From an optimization exercise on the open Yosys and OpenROAD flow, aimed at small area; shortcuts taken in it are not production practice. Only simulation tests tie the RTL to the original design; equivalence was not proved. Power and IR drop assume default switching activity.

### run.sh
#!/bin/bash
# synth_recipe.tcl (not shown) runs the flow's synth.tcl, then flattens the netlist and writes it again
# the make line also repeats each setting of config.mk as NAME=value (left out here)
make -C /OpenROAD-flow-scripts/flow DESIGN_CONFIG=/design/flow/config.mk WORK_HOME=/design/flow/orfs CLKGATE_MAP_FILE= SYNTH_SCRIPT=/design/flow/synth_recipe.tcl finish
### config.mk
export PLATFORM = sky130hd
export DESIGN_NAME = top
export DESIGN_NICKNAME = top
export VERILOG_FILES = /design/flow/design.v
export SDC_FILE = /design/flow/constraint.sdc
export NUM_CORES = 4
export LEC_CHECK = 0
export CAP_MARGIN = 20
export CORE_MARGIN = 2
export CORE_UTILIZATION = 40
export PLACE_DENSITY = 0.6
export SLEW_MARGIN = 20
### constraint.sdc
create_clock -name core_clock -period 10.0 [get_ports {clk}]
set_input_delay 2.0000 -clock core_clock [delete_from_list [all_inputs] [get_ports {clk}]]
set_output_delay 2.0000 -clock core_clock [all_outputs]
set_load 0.01 [all_outputs]
### design.v
module Core (clk, addr_to_sram, read_data_sram, write_data, write_enable, sram_req, rom_req, addr_rom, read_data_rom, sram_op_done, clr, reg_write_enable, reg_read_index_1, reg_read_index_2, reg_write_index, reg_write_data, reg_read_data_1, reg_read_data_2);
	input clk, clr, sram_op_done;  
	output reg[18:0] addr_to_sram;
	output reg[17:0] addr_rom;  
	input[7:0] read_data_sram, read_data_rom;  
	output reg write_enable, sram_req, rom_req;  
	output reg[7:0] write_data;  
	output reg reg_write_enable;
	output reg[3:0] reg_read_index_1, reg_read_index_2, reg_write_index;
	output reg[18:0] reg_write_data;
	input[18:0] reg_read_data_1, reg_read_data_2;
	parameter ADD = 5'b00000;
	parameter SUB = 5'b00001;
	parameter CMP = 5'b00010;
	parameter AND = 5'b00011;
	parameter OR = 5'b00100;
	parameter XOR = 5'b00101;
	parameter MOV = 5'b00110;
	parameter BLT = 5'b00111;
	parameter BLTE = 5'b01000;
	parameter LOAD = 5'b01001;
	parameter STORE = 5'b01010;
	parameter JR = 5'b01011;
	parameter BE = 5'b01100;
	parameter BNE = 5'b01101;
	parameter SHIFTLI = 5'b01110;
	parameter SHIFTRI = 5'b01111;
	parameter INC = 5'b11111;
	parameter ADDI = 5'b10000;
	parameter SUBI = 5'b10001;
	parameter CMPI = 5'b10010;
	parameter ANDI = 5'b10011;
	parameter ORI = 5'b10100;
	parameter XORI = 5'b10101;
	parameter MOVI = 5'b10110;
	parameter LOADI = 5'b10111;
	parameter STOREI = 5'b11000;
	parameter JA = 5'b11001;
	parameter BEI = 5'b11010;
	parameter BNEI = 5'b11011;
	parameter BLTI = 5'b11100;
	parameter BLTEI = 5'b11101;
	parameter JS = 5'b11110;	
	parameter FETCH1 = 0;
	parameter DECODE1 = 1;
	parameter FETCH2 = 2;
	parameter DECODE2 = 3;
	parameter FETCH3 = 15;
	parameter DECODE3 = 16;
	parameter FETCH4 = 17;
	parameter DECODE4 = 18;
	parameter OPERATION = 4;
	parameter BRANCH = 5;
	parameter LOADSTATE = 6;
	parameter STORESTATE = 7;
	parameter I_OPERATION = 8;
	parameter I_BRANCH = 9;
	parameter I_LOAD = 10;
	parameter I_STORE = 11;
	parameter I_STORE2 = 19;
	parameter LOADSTATE2 = 12;
	parameter I_LOAD2 = 13;
	parameter STORESTATE2 = 14;
	reg[4:0] state; 
	reg[17:0] PC; 
	reg neg_flag; 
	reg zero_flag; 
	reg[4:0] OPCODE; 
	reg[19:0] immd; 
	reg load_sram; 
	always @ (*) begin
		addr_rom = 19'd0;
		sram_req = 1'b0;
		write_enable = 0;
		reg_write_data = 0;
		write_data = 0;
		reg_write_enable = 0;
		rom_req = 0;
		addr_to_sram = 0;
			if(state == FETCH1) begin
				rom_req = 1'b1;
				addr_rom = PC;
			end
			else if(state == DECODE1) begin
			end
			else if(state == FETCH2) begin
				rom_req = 1;
				addr_rom = PC;
			end
			else if(state == DECODE2) begin
			end
			if(state == FETCH3) begin
				rom_req = 1;
				addr_rom = PC;
			end
			else if(state == DECODE3) begin
			end
			else if(state == FETCH4) begin
				rom_req = 1;
				addr_rom = PC;
			end
			else if(state == DECODE4) begin
			end
			else if(state == OPERATION) begin
				reg_write_enable = 1'b1;
				case(OPCODE)
					ADD: begin
							reg_write_data = reg_read_data_1 + reg_read_data_2;
					end
					SUB: begin
							reg_write_data = reg_read_data_1 - reg_read_data_2;
					end
					CMP: begin
							reg_write_data = reg_read_data_1 - reg_read_data_2;
					end
					AND: begin
							reg_write_data = reg_read_data_1 & reg_read_data_2;
					end
					OR: begin
							reg_write_data = reg_read_data_1 | reg_read_data_2;
					end
					XOR: begin
							reg_write_data = reg_read_data_1 ^ reg_read_data_2;
					end
					MOV: begin
							reg_write_data = reg_read_data_2;
					end
					SHIFTLI: begin
							reg_write_data = reg_read_data_1 << reg_read_index_2;
					end
					SHIFTRI: begin
							reg_write_data = reg_read_data_1 >> reg_read_index_2;
					end
					INC: begin
							reg_write_data = reg_read_data_1 + 1'b1;
					end
				endcase
				if(OPCODE == CMP) begin
					reg_write_enable = 1'b0;
				end
			end
			else if(state == I_BRANCH) begin
				if(OPCODE == JS) begin
						reg_write_data = PC;  
						reg_write_enable = 1;
				end
			end
			else if(state == LOADSTATE) begin
				if(reg_read_data_2 <= 20'hF)
					sram_req = 1'b1;
				else
					rom_req = 1;
				addr_to_sram = {reg_read_data_2};  
				addr_rom = {reg_read_data_2};
			end
			else if(state == LOADSTATE2) begin
				reg_write_data = load_sram ? read_data_sram : read_data_rom;  
				reg_write_enable = 1;
			end
			else if(state == I_LOAD) begin
				if(immd <= 20'hF)
					sram_req = 1'b1;
				else
					rom_req = 1;
				addr_to_sram = {immd};
				addr_rom = {immd};
			end
			else if(state == I_LOAD2) begin
				reg_write_data = load_sram ? read_data_sram : read_data_rom;  
				reg_write_enable = 1;
			end
			else if(state == STORESTATE) begin
				sram_req = 1'b1;
				write_enable = 1;
				addr_to_sram = {reg_read_data_2};
				write_data = reg_read_data_1[7:0];
			end 
			else if(state == I_STORE) begin
				sram_req = 1'b1;
				addr_to_sram = {immd};
				write_data = reg_read_data_1[7:0];
				write_enable = 1;
			end
			else if(state == I_OPERATION) begin
				reg_write_enable = 1'b1;
				case(OPCODE)
					ADDI: begin
							reg_write_data = reg_read_data_1 + immd;
					end
					SUBI:begin
							reg_write_data = reg_read_data_1 - immd;
					end
					CMPI: begin
							reg_write_data = reg_read_data_1 - immd;
					end
					ANDI: begin
							reg_write_data = reg_read_data_1 & immd;
					end
					ORI: begin
							reg_write_data = reg_read_data_1 | immd;
					end
					XORI: begin
							reg_write_data = reg_read_data_1 ^ immd;
					end
					MOVI: begin
							reg_write_data = immd;
					end
				endcase
				if(OPCODE == CMPI) begin
					reg_write_enable = 1'b0;
				end
			end
	end
	always @ (posedge clk or negedge clr) begin
			if(~clr) begin
				state <= FETCH1;
				PC <= 0;
			end
			else if(state == FETCH1) begin
				state <= DECODE1;
				PC <= PC + 1'b1;
			end
			else if(state == DECODE1) begin
				OPCODE <= read_data_rom[7:3];
				state <= FETCH2;
			end
			else if(state == FETCH2) begin
				state <= DECODE2;
				PC <= PC + 1'b1;
			end
			else if(state == DECODE2) begin
					reg_read_index_1 <= read_data_rom[7:4];	
					reg_read_index_2 <= read_data_rom[3:0];
					reg_write_index <= read_data_rom[7:4];
					immd[19:16] <= read_data_rom[3:0];
					if(OPCODE == INC || OPCODE <= MOV || OPCODE == SHIFTLI || OPCODE == SHIFTRI) begin
						state <= OPERATION;
					end
					else if(OPCODE[4] == 1'b1) begin
						state <= FETCH3;
					end
					else if(OPCODE == LOAD) begin
						state <= LOADSTATE;
					end
					else if(OPCODE == STORE) begin
						state <= STORESTATE;
					end
					else begin
						state <= BRANCH;
					end
			end
			else if(state == FETCH3) begin
				state <= DECODE3;
				PC <= PC + 1'b1;
			end
			else if(state == DECODE3) begin
				state <= FETCH4;
				immd[15:8] <= read_data_rom;
			end
			else if(state == FETCH4) begin
				state <= DECODE4;
				PC <= PC + 1'b1;
			end
			else if(state == DECODE4) begin
				immd[7:0] <= read_data_rom;
				if(OPCODE <= MOVI) 
					state <= I_OPERATION;
				else if(OPCODE == LOADI)
					state <= I_LOAD;
				else if(OPCODE == STOREI)
					state <= I_STORE;
				else begin
					if(OPCODE == JS) 
						reg_write_index <= 4'd3;
					state <= I_BRANCH;
				end
			end
			else if(state == OPERATION || state == I_OPERATION) begin
				if(reg_write_data == 0) begin
					zero_flag <= 1; 
				end
				else begin
					zero_flag <= 0;
				end
				if(reg_write_data[18] == 1'b1) begin
					neg_flag <= 1;
				end
				else begin
					neg_flag <= 0;
				end
				state <= FETCH1;
			end
			else if(state == BRANCH) begin
				case(OPCODE)
					BLT: begin
						if(neg_flag) 
							PC <= reg_read_data_1;
					end
					BLTE: begin
						if(neg_flag || zero_flag) 
							PC <= reg_read_data_1;
					end
					JR: begin
						PC <= reg_read_data_1;
					end
					BE: begin
						if(zero_flag)
							PC <= reg_read_data_1;
					end
					BNE: begin
						if(!zero_flag) 
							PC <= reg_read_data_1;
					end
				endcase
				state <= FETCH1;
			end 
			else if(state == I_BRANCH) begin
				case(OPCODE)
					BLTI: begin
						if(neg_flag) 
							PC <= immd;
					end
					BLTEI: begin
						if(neg_flag || zero_flag) 
							PC <= immd;
					end
					JA: begin
						PC <= immd;
					end
					JS: begin
						PC <= immd;
					end
					BEI: begin
						if(zero_flag)
							PC <= immd;
					end
					BNEI: begin
						if(!zero_flag) 
							PC <= immd;
					end
				endcase
				state <= FETCH1;
			end
			else if(state == STORESTATE) begin
				state <= STORESTATE2;
			end
			else if(state == STORESTATE2) begin
				if(sram_op_done)
					state <= FETCH1;
				else
					state <= STORESTATE;
			end
			else if(state == I_STORE) begin
				state <= I_STORE2;
			end
			else if(state == I_STORE2) begin
				if(sram_op_done)
					state <= FETCH1;
				else
					state <= I_STORE;
			end
			else if(state == LOADSTATE) begin
				if(reg_read_data_2 <= 20'hF)
					load_sram <= 1'b1;
				else 
					load_sram <= 1'b0;
				state <= LOADSTATE2;
			end
			else if(state == LOADSTATE2) begin
				if((sram_op_done && load_sram) || ~load_sram)
					state <= FETCH1;
				else 
					state <= LOADSTATE;
			end
			else if(state == I_LOAD) begin
				if(immd <= 20'hF)
					load_sram <= 1'b1;
				else
					load_sram <= 1'b0;
				state <= I_LOAD2;
			end
			else if(state == I_LOAD2) begin
				if((sram_op_done && load_sram) || ~load_sram)
					state <= FETCH1;
				else
					state <= I_LOAD;
			end
	end
endmodule
module Register_File (clk,
					  we,
					  read_index_1,
					  read_index_2,
					  write_index,
					  write_data,
					  read_data_1,
					  read_data_2);
	input clk, we;
	input[3:0] read_index_1, read_index_2, write_index;
	input[18:0] write_data;
	output reg[18:0] read_data_1, read_data_2;
	reg [15:0] sp;
	reg [15:0] fp;
	reg [18:0] ra;
	reg [18:0] a0;
	reg [18:0] a1;
	reg [15:0] m0;
	reg [15:0] m1;
	reg [15:0] rv;
	reg [15:0] v0;
	reg [15:0] v1;
	reg [15:0] p0;
	reg [15:0] p1;
	reg [15:0] p2;
	reg [15:0] p3;
	reg [15:0] p4;
	always@(*) 
	begin
		case(read_index_1)
			0: read_data_1 = 0;
			1: read_data_1 = sp;
			2: read_data_1 = fp;
			3: read_data_1 = ra;
			4: read_data_1 = a0;
			5: read_data_1 = a1;
			6: read_data_1 = m0;
			7: read_data_1 = m1;
			8: read_data_1 = rv;
			9: read_data_1 = v0;
			10: read_data_1 = v1;
			11: read_data_1 = p0;
			12: read_data_1 = p1;
			13: read_data_1 = p2;
			14: read_data_1 = p3;
			15: read_data_1 = p4;
		endcase
	end
	always@(*) 
	begin
		case(read_index_2)
			0: read_data_2 = 0;
			1: read_data_2 = sp;
			2: read_data_2 = fp;
			3: read_data_2 = ra;
			4: read_data_2 = a0;
			5: read_data_2 = a1;
			6: read_data_2 = m0;
			7: read_data_2 = m1;
			8: read_data_2 = rv;
			9: read_data_2 = v0;
			10: read_data_2 = v1;
			11: read_data_2 = p0;
			12: read_data_2 = p1;
			13: read_data_2 = p2;
			14: read_data_2 = p3;
			15: read_data_2 = p4;
		endcase
	end
	always@(posedge clk)begin
		if(we) begin
			case(write_index)
				1: sp <= write_data;
				2: fp <= write_data;
				3: ra <= write_data;
				4: a0 <= write_data;
				5: a1 <= write_data;
				6: m0 <= write_data;
				7: m1 <= write_data;
				8: rv <= write_data;
				9: v0 <= write_data;
				10: v1 <= write_data;
				11: p0 <= write_data;
				12: p1 <= write_data;
				13: p2 <= write_data;
				14: p3 <= write_data;
				15: p4 <= write_data;
		endcase
	end
	end
endmodule
module IOController(clk, clr, mem_data, button, data_ready, we, write_data, req, addr, LED, audio_req, start, stopPos, audio_done, audio_addr);
	input clk, clr;
	input[7:0] mem_data;
	input[7:0] button;
	input data_ready;
	output reg we;
	output reg [7:0] write_data;
	output reg req;
	output reg[18:0] addr;
	output reg LED;	
	input audio_req;
	output reg start;
	output reg[18:0] stopPos;
	input audio_done;
	input[18:0] audio_addr;
	parameter BUTTON0 = 1;
	parameter BUTTON1 = 2;
	parameter BUTTON2 = 3;
	parameter BUTTON3 = 4;
	parameter BUTTON4 = 5;
	parameter BUTTON5 = 6;
	parameter BUTTON6 = 7;
	parameter BUTTON7 = 14;
	parameter WAITCORE = 8;
	parameter WAITPOSITION = 9;
	parameter GETPOSITION = 10;
	parameter STARTAUDIO = 11;
	parameter STARTAUDIO2 = 12;
	parameter WAITAUDIO = 13;
	reg[9:0] counter;
	reg[4:0] state;
	reg but8;
	always@(*) begin
		we  = 0;
		write_data = 0;
		addr = 0;
		req = 0;
		LED = 0;
		start = 0;
		case(state)
				BUTTON0:begin
					write_data = 8'd1;  
					we = 1;		
					req = 1;
				end
				BUTTON1:begin
					write_data = 8'd2;  
					we = 1;	
					req = 1;
				end
				BUTTON2:begin
					write_data = 8'd3;  
					we = 1;	
					req = 1;
				end
				BUTTON3:begin
					write_data = 8'd4;  
					we = 1;	
					req = 1;
				end
				BUTTON4:begin
					write_data = 8'd5;  
					we = 1;	
					req = 1;
				end
				BUTTON5:begin
					write_data = 8'd6;  
					we = 1;	
					req = 1;
				end
				BUTTON6:begin
					write_data = 8'd7;  
					we = 1;
					req = 1;
				end
				BUTTON7:begin
					if(but8 == 1) begin
						write_data = 8'd0;
					end
					else
						write_data = 8'd1;
					addr = 2;
					we = 1;
					req = 1;
				end
				WAITPOSITION: begin
				end
				GETPOSITION:begin
					req = 1;
					addr = 1;
				end
				STARTAUDIO: begin
					start = 1;
				end
				WAITAUDIO: begin
					req = audio_req;
					addr = audio_addr;
				end
				WAITCORE: begin
					LED = 1;
					if(counter == 0) begin
						req = 1;
					end
				end
		endcase
	end
	always@(posedge clk or negedge clr) begin
		if(~clr) begin
			state <= 0;
			counter <= 0;
			but8 <= 0;
			stopPos <= 0;
		end
		else begin
			case(state)
				0: begin
					if(button[0]) begin
						state <= BUTTON0;
					end
					else if(button[1]) begin
						state <= BUTTON1;
					end
					else if(button[2]) begin
						state <= BUTTON2;
					end
					else if(button[3]) begin
						state <= BUTTON3;
					end
						else if(button[4]) begin
						state <= BUTTON4;
					end
					else if(button[5]) begin  
						state <= BUTTON5;
					end
					else if(button[6]) begin  
						state <= BUTTON6;
					end
					else if(button[7]) begin
						state <= BUTTON7;
					end
				end
				BUTTON0:begin
					state <= WAITCORE;	
				end
				BUTTON1:begin
					state <= WAITCORE;	
				end
				BUTTON2:begin
					state <= WAITCORE;	
				end
				BUTTON3:begin
					state <= WAITCORE;	
				end
				BUTTON4:begin
					state <= WAITCORE;	
				end
				BUTTON5:begin
					state <= WAITCORE;	
				end
				BUTTON6:begin
					state <= GETPOSITION;
					counter <= 0;
				end
				BUTTON7: begin
					state <= 0;
					but8 <= ~but8;
				end
				WAITPOSITION: begin
					counter <= counter + 1'b1;
					if(counter == 100) begin
						state <= GETPOSITION;
					end
				end
				GETPOSITION:begin
					state <= STARTAUDIO;
				end
				STARTAUDIO: begin
					state <= WAITAUDIO;
					stopPos <= mem_data * 16000;  
				end
				WAITAUDIO: begin
					if(audio_done)
						state <= 0;
				end
				WAITCORE:begin
					counter <= counter + 1'b1;
					if(mem_data == 0) begin
						state <= 0;
					end
				end
			endcase
		end
	end
endmodule
module MemoryController (clk, sram_we, sram_addr, sram_data_in, sram_data_out, rom_data, rom_oe, rom_ce, rom_addr,
core_we, core_sram_addr, core_rom_addr, core_sram_req, core_rom_req, core_write_data, core_op_done, core_sram_data, 
core_rom_data, IO_we, IO_addr, IO_req, IO_write_data, IO_data, EN, clr, IO_ready);
	input clk, clr;
	output reg sram_we;
	output reg[18:0] sram_addr;
	input[7:0] sram_data_in;
	output reg[7:0] sram_data_out;
	output EN;
	input[7:0] rom_data;
	output reg rom_oe;
	output reg rom_ce;
	output reg[17:0] rom_addr;
	input core_we;
	input[18:0] core_sram_addr;
	input[17:0] core_rom_addr;
	input core_sram_req;
	input core_rom_req;
	input[7:0] core_write_data;
	output reg core_op_done;
	output reg[7:0] core_sram_data;
	output reg[7:0] core_rom_data;
	input IO_we;
	input[18:0] IO_addr;
	input IO_req;
	input[7:0] IO_write_data;
	output reg[7:0] IO_data;
	output reg IO_ready;
	reg[1:0] sram_state;
	parameter IO = 0;
	parameter CORE = 1;
	parameter IDLE = 2;
	assign EN = ~sram_we ? 1'b1 : 1'b0;
	always@(*) begin
		IO_data = 0;
		core_sram_data = 0;
		core_op_done = 0;
		IO_ready = 0;
		core_rom_data = rom_data;
		if(sram_we) begin  
			if(sram_state == IO) begin
				IO_data = sram_data_in;
				IO_ready = 1;
			end
			else if(sram_state == CORE) begin
				core_sram_data = sram_data_in;
				core_op_done = 1;
			end
		end
		else begin
			if(sram_state == IO) begin
				IO_ready = 1;
			end
			else if(sram_state == CORE) begin
				core_op_done = 1;
			end
		end
	end
	always@(posedge clk or negedge clr) begin
		if(~clr) begin
			sram_state <= IDLE;
			rom_addr <= 0;
			rom_ce <= 1;
			rom_oe <= 1;
			sram_we <= 1;
			sram_addr <= 0;
			sram_data_out <= 0;
		end
		else begin
			if(core_rom_req) begin
				rom_ce <= 0;
				rom_oe <= 0;
				rom_addr <= core_rom_addr;
			end
			else begin
				rom_ce <= 1;
				rom_oe <= 1;
			end
			if(sram_state == IDLE) begin
				if(IO_req) begin
					sram_addr <= IO_addr;
					sram_we <= ~IO_we;
					sram_state <= IO;
					if(IO_we) begin
						sram_data_out <= IO_write_data;
					end
				end
				else if(core_sram_req) begin
					sram_addr <= core_sram_addr;
					sram_we <= ~core_we;
					sram_state <= CORE;
					if(core_we) begin
						sram_data_out <= core_write_data;
					end
				end
			end
			else begin
				if(IO_req) begin
					sram_addr <= IO_addr;
					sram_we <= ~IO_we;
					sram_state <= IO;
					if(IO_we) begin
						sram_data_out <= IO_write_data;
					end
				end
				else if(core_sram_req) begin
					sram_addr <= core_sram_addr;
					sram_we <= ~core_we;
					sram_state <= CORE;
					if(core_we) begin
						sram_data_out <= core_write_data;
					end
				end
				else begin
					sram_state <= IDLE;
				end
			end
		end
	end
endmodule
module audioController(clk, clr, mem_data, addr, data, NC, gain, stop, req, data_ready, start, stopPos, done);
	input clk, clr;
	input[7:0] mem_data;
	output reg[18:0] addr;
	output reg data;
	output NC, gain, stop;
	output reg req;
	input data_ready;
	input start;
	input[18:0] stopPos;
	output reg done;
	assign NC = 0;  
	assign gain  = 0;  
	assign stop = 0;  
	reg[18:0] currentPosition;
	reg[2:0] bitCounter;
	reg[6:0] counter;
	reg[7:0] data_saved;
	always@(*) begin
		req = 0;
		if(bitCounter == 0 && addr <= currentPosition)
			req = 1;
	end
	always@(posedge clk or negedge clr) begin
		if(~clr) begin
			counter <= 0;
			addr <= 0;
			bitCounter <= 0;
			currentPosition <= 0;
			data <= 0;
			data_saved = 0;
		end
		else if(start) begin
			addr <= 0;
			currentPosition <= stopPos;
			done <= 0;
		end
		else begin
			if(addr <= currentPosition) begin
				counter <= counter + 1'b1;
				if(data_ready) begin
					data_saved = mem_data;
				end
				if(counter == 78) begin
					data = data_saved[bitCounter];
					bitCounter <= bitCounter + 1'b1;
					if(bitCounter == 7) begin
						addr <= addr + 1'b1;
					end	
					counter <= 0;
				end
			end
			else
				done <= 1;
		end
	end
endmodule
module top (input clk,
			input clr,
			input[7:0] sram_data_in,
			input[7:0] rom_data,
			output sram_we,
			output[18:0] sram_addr,
			output[7:0] sram_data_out,
			output rom_oe,
			output rom_ce,
			output[17:0] rom_addr,
			output EN,
			output LED,
			output sram_oe,
			output sram_ce,
			output sram_NC,
			output rom_pgm,
			output audio_stop,
			output audio_gain,
			output audio_NC,
			output audio_data,
			input[7:0] buttons
			);
	assign sram_oe = 0;  
	assign sram_ce = 0;  
	assign sram_NC = 1;  
	assign rom_pgm = 1;  
	wire core_we, core_sram_req, core_rom_req, core_op_done;
	wire[18:0] core_sram_addr;
	wire[17:0] core_rom_addr;
	wire[7:0] core_write_data, core_sram_data, core_rom_data;
	wire IO_we, IO_req, IO_ready;
	wire[7:0] IO_data, IO_write_data;
	wire[18:0] IO_addr;
	wire[18:0] audio_addr;
	wire audio_req;
	wire start;
	wire[18:0] stopPos;
	wire audio_done;
	IOController _IOController(.clk(clk), 
							   .clr(clr), 
							   .mem_data(IO_data), 
							   .button(buttons), 
							   .data_ready(IO_ready), 
							   .we(IO_we), 
							   .write_data(IO_write_data), 
							   .req(IO_req), 
							   .addr(IO_addr), 
							   .LED(LED),
							   .audio_req(audio_req),
							   .start(start),
							   .stopPos(stopPos),
								.audio_done(audio_done),
								.audio_addr(audio_addr));
	audioController _audioController(.clk(clk),
			.clr(clr),
			.mem_data(IO_data),
			.addr(audio_addr),
			.data(audio_data), 
			.NC(audio_NC), 
			.gain(audio_gain), 
			.stop(audio_stop), 
			.req(audio_req), 
			.data_ready(IO_ready),
			.start(start), 
			.stopPos(stopPos), 
			.done(audio_done)); 
 MemoryController _MemoryController(.clk(clk), 
									.sram_we(sram_we), 
									.sram_addr(sram_addr), 
									.sram_data_in(sram_data_in), 
									.sram_data_out(sram_data_out), 
									.rom_data(rom_data), 
									.rom_oe(rom_oe), 
									.rom_ce(rom_ce), 
									.rom_addr(rom_addr),
									.core_we(core_we), 
									.core_sram_addr(core_sram_addr), 
									.core_rom_addr(core_rom_addr), 
									.core_sram_req(core_sram_req), 
									.core_rom_req(core_rom_req), 
									.core_write_data(core_write_data), 
									.core_op_done(core_op_done), 
									.core_sram_data(core_sram_data), 
									.core_rom_data(core_rom_data), 
									.IO_we(IO_we), 
									.IO_addr(IO_addr), 
									.IO_req(IO_req), 
									.IO_write_data(IO_write_data), 
									.IO_data(IO_data), 
									.IO_ready(IO_ready),
									.EN(EN), 
									.clr(clr));
	wire reg_write_enable;
	wire[3:0] reg_read_index_1, reg_read_index_2, reg_write_index;
	wire[18:0] reg_write_data, reg_read_data_1, reg_read_data_2;
	Core _Core(.clk(clk), 
			   .addr_to_sram(core_sram_addr),
			   .read_data_sram(core_sram_data),
 			   .write_data(core_write_data), 
               .write_enable(core_we), 
               .sram_req(core_sram_req), 
			   .rom_req(core_rom_req), 
			   .addr_rom(core_rom_addr), 
			   .read_data_rom(core_rom_data), 
			   .sram_op_done(core_op_done), 
			   .clr(clr), 
			   .reg_write_enable(reg_write_enable), 
			   .reg_read_index_1(reg_read_index_1), 
			   .reg_read_index_2(reg_read_index_2), 
			   .reg_write_index(reg_write_index), 
			   .reg_write_data(reg_write_data), 
			   .reg_read_data_1(reg_read_data_1), 
			   .reg_read_data_2(reg_read_data_2));
	Register_File _RegisterFile(.clk(clk),
		  					    .we(reg_write_enable),
		  					    .read_index_1(reg_read_index_1),
		  					    .read_index_2(reg_read_index_2),
		  					    .write_index(reg_write_index),
		  					    .write_data(reg_write_data),
		  					    .read_data_1(reg_read_data_1),
		  					    .read_data_2(reg_read_data_2));
endmodule
==> results.txt <==
-- sequential cells by signal (all words and copies together), names as in the netlist, 18 cells and up --
name                         cells
_RegisterFile.ra                19
_audioController.addr           19
_RegisterFile.a1                19
_MemoryController.sram_addr     19
_Core.PC                        18
_RegisterFile.a0                19
_MemoryController.rom_addr      18
-- routing by layer --
| metal | vias to the layer above | routed length, microns | track usage (%) |
|---|---|---|---|
| met5 | - | 70 | 0 |
| met1 | 13628 | 50500 | 42.0 |
| met3 | 368 | 14400 | 8.39 |
| met2 | 1845 | 52100 | 44.6 |
| met4 | 10 | 6580 | 14.2 |
| li1 | 12283 | - | - |
-- cell usage in the layout (no fill, tap or decap), types with 19 or more instances in the layout --
cell / netlist / layout
buf_4: 21 / 104
clkdlybuf4s50_1: 0 / 75
o22ai_1: 35 / 35
edfxtp_1: 286 / 286
o21ai_0: 208 / 206
nand2_1: 334 / 334
nand3b_1: 29 / 29
a211oi_1: 22 / 22
a221oi_1: 39 / 39
a32o_1: 19 / 19
a31oi_1: 40 / 39
xor2_1: 21 / 21
dfrtp_1: 146 / 146
mux4_2: 28 / 28
a21oi_1: 210 / 209
a22o_1: 23 / 23
xnor2_1: 68 / 68
mux2i_1: 108 / 108
nor2_1: 208 / 192
nand2b_1: 37 / 37
ha_1: 162 / 162
nor2b_1: 46 / 46
a32oi_1: 21 / 21
fa_1: 22 / 22
nand3_1: 91 / 91
nor3_1: 69 / 64
a22oi_1: 64 / 64
or3_1: 20 / 20
clkbuf_16: 0 / 52
nand4_1: 29 / 29
a21o_1: 26 / 26
nor4_1: 21 / 20
inv_1: 148 / 148
mux2_2: 46 / 46
and3_1: 37 / 37
o211ai_1: 19 / 19
-- final cells by class --
cell class	instances	share of cell area [%]
multi-input combinational	2436	49.5
sequential	435	35.5
timing repair buffer	184	4.61
clock buffer	55	3.78
tap	1040	3.75
inverter	156	1.69
clock inverter	40	1.10
antenna	2	0.0144
-- path summary, 6_finish.rpt --
check	slack [ns]	start	end
max in group asynchronous	7.54	clr	_audioController.addr[9]
setup reg to reg	1.82	_Core.reg_read_index_2[1]	_Core.zero_flag
min in group asynchronous	1.27	clr	_Core.state[0]
setup / recovery	1.82	_Core.reg_read_index_2[1]	_Core.zero_flag
hold / removal	0.47	_MemoryController.rom_addr[7]	_MemoryController.rom_addr[7]
hold reg to reg	0.47	_MemoryController.rom_addr[7]	_MemoryController.rom_addr[7]
-- critical path, cell delays in order, from the launching register on --
cell,delay (ns)
edfxtp_1,0.76
buf_12,0.38
and2_1,0.36
a22o_1,0.31
a22oi_1,0.28
nand4_1,0.53
inv_1,0.29
ha_1,0.20
o2111ai_1,0.19
nor4_1,0.88
a21oi_1,0.28
xnor2_1,0.21
nor2_1,0.06
ha_1,0.35
a21oi_1,0.20
inv_1,0.08
a21o_1,0.19
a21oi_1,0.25
nor3_1,0.07
a2111oi_0,0.37
o311ai_0,0.21
a211oi_1,0.27
o41ai_1,0.12
a31oi_1,0.22
o22ai_1,0.15
or4b_1,0.51
nor4_1,0.23
-- per-stage QoR --
| step | util (%) | setup WS (ns) |
|---|---|---|
| after detailed placement | 42.8 | 2.15 |
| after global placement | 42.7 | 2.33 |
| final | 45.0 | 1.82 |
| after floorplan | - | 4.14 |
| after CTS | 45.0 | 2.13 |
| after global routing | 45.0 | 1.57 |
-- cells by family after synthesis --
logic type,share of synthesized area (%)
xor+xnor,2.51
buf+inv,5.38
flops,39.7
mux,7.54
compound gates,20.7
other cells,0.0242
fa+ha+maj,7.96
simple gates,16.2
-- power breakdown --
| group | switching, uW | internal, uW |
|---|---|---|
| logic | 1940 | 1090 |
| registers | 223 | 2180 |
| clock network | 827 | 1050 |
==> impl_results.md <==
* Post-DP HPWL at around 90 mm
* Max Slew Vio Count at 0
* Leakage dissipation at 0.0134 uW
* Min-Delay Path Depth at 2
* Worst-Skew Late Latency at 0.64 ns
* GRT Overall Usage at 30.6%
* Pin count of the biggest net entering global routing at 71
* Fill cells at ~7.4k
* Mean Syn Cell Area at 9.53 sq um
* Inst Count DP at 4,249
* Cell taking the most area after synthesis: edfxtp_1
* Cell with the most instances after synthesis: nand2_1
* TritonCTS clock tree: yes
* Slew headroom at between 20% and 30%
* Final nets at ~3.5k
* Prevailing post-synth register cell: edfxtp_1
* Req. time, crit path at between 10 and 15 ns
* Die Area at between 70,000 and 80,000 sq um
* WHS at around 0.47 ns
* Worst slew pin tran at 1.19 ns
* Max-Cap Viols at 0
* CTS max path bufs at 3
* Setup_tns at 0 ns
* # hold bufs at CTS at 0
* Number of synthesized flops with an enable pin at about 290
* Cell count after synthesis at 3,252
* Pre-antenna DRT Iters at 6
* CP Max Fanout at 58
* Crit share post-route at 81.8%
* Die Wd at 282 microns
* Syn Std Cell Area at a little over 30,000 sq um
* Vias per cell at 6.47
* Status: no timing/DRC/antenna violations
* Root Driver: clkbuf_16
* I/O pins at 84
* Final Instance Area at 34,700 sq um
* Number of port buffers at between 70 and 80
* Final hold vios at 0
* Detailed-route DRC error count at 0
* Seq cells post-synth at 435
* Crit path DAT at 8.63 ns
* H-tree levels at 2
* Top cells by area, synth: edfxtp_1, dfrtp_1, ha_1
* Post-CTS resize count at 0
* Layout cell share with drive strength beyond 1 at 10.6%
* HP Class: flip-flop to flip-flop
* First-pass GRT wire length at 180 mm
* PD cells at about 210 nW/um^2
* Synth top area share at 27.7%
* Tot Pwr at between 7000 and 8000 uW
* VDD IR max at roughly 0.13 mV
* Worst Path Class, Setup: flip-flop to flip-flop
* Max Fclk at 122 MHz
* Fin crit period at 8.18 ns
* Synth Warn # at 5
* Synth unique cells at 103
* Final ANT Viol Nets at 0
* Area of the multi-input gates at about 17,000 sq um
* Post-synth top cells: nand2_1, edfxtp_1, a21oi_1, nor2_1, o21ai_0
* Final Wtd Congestion at 1.00
* Async S/R FF share, synth at about 34%
* Reg clk slew, reported paths at roughly 0.060 ns
* Total Wirelength at around 120 mm
* Vias in the first global route at 26.1k
* Register area share after synthesis at 39.7%
* R2R cell count at 26
* Final setup violation count at 0
* CP Capture Type: flip-flop
* Gr ovfl total at 0
* Area grow syn2layout at 11.9%
* Reg area at 12,300 sq um
* Non-Filler Instances at ~4.3k
* Clock Skew at 0.0607 ns
* Critical Path Source Type: flip-flop
* Area of placed instances at 33,000 sq um
* # rows at ~100
* Die Y at 282 microns
* Setup bufs post-CTS at 0
* Initial Util at between 40% and 50%
* RSZ-0062 raised after global routing: false
* Average wire per standard cell at around 28 microns
* DR vias at 28.1k
* 1st-iter DRT viols at 4,390
* Core Box Area at a little under 80,000 sq um
* Clock sinks at 435
* Num CTS Buffers at 51
* Initial antenna violation count at 7

what the ideal ports hide:
The flow's constraints put no driver on any port. The routed layout listed below was extracted and timed again, unchanged, in two steps.
Step 1: set_driving_cell puts a clkbuf_16 on clk and a buf_2 on each other input, an assumption about the parent block.
Step 2 moves the port delays by t, midway between the first and last clock arrival at a register: inputs arrive t later, outputs are due t later. That takes back most of the time a late clock gives input paths.
Three values: ideal ports, drivers, drivers and shift; two values: the first two.
t, ns: 0.675
setup slack, ns: 1.820 / 1.820 / 1.820
worst setup path after step 2: register to register
clock arrival spread, ns: 0.061 / 0.060
worst data-port slew with drivers (ns): 0.08
After both steps this run still meets setup and hold. For this run, drivers alone change the setup slack by 0.000 ns; drivers and shift together by 0.000 ns.
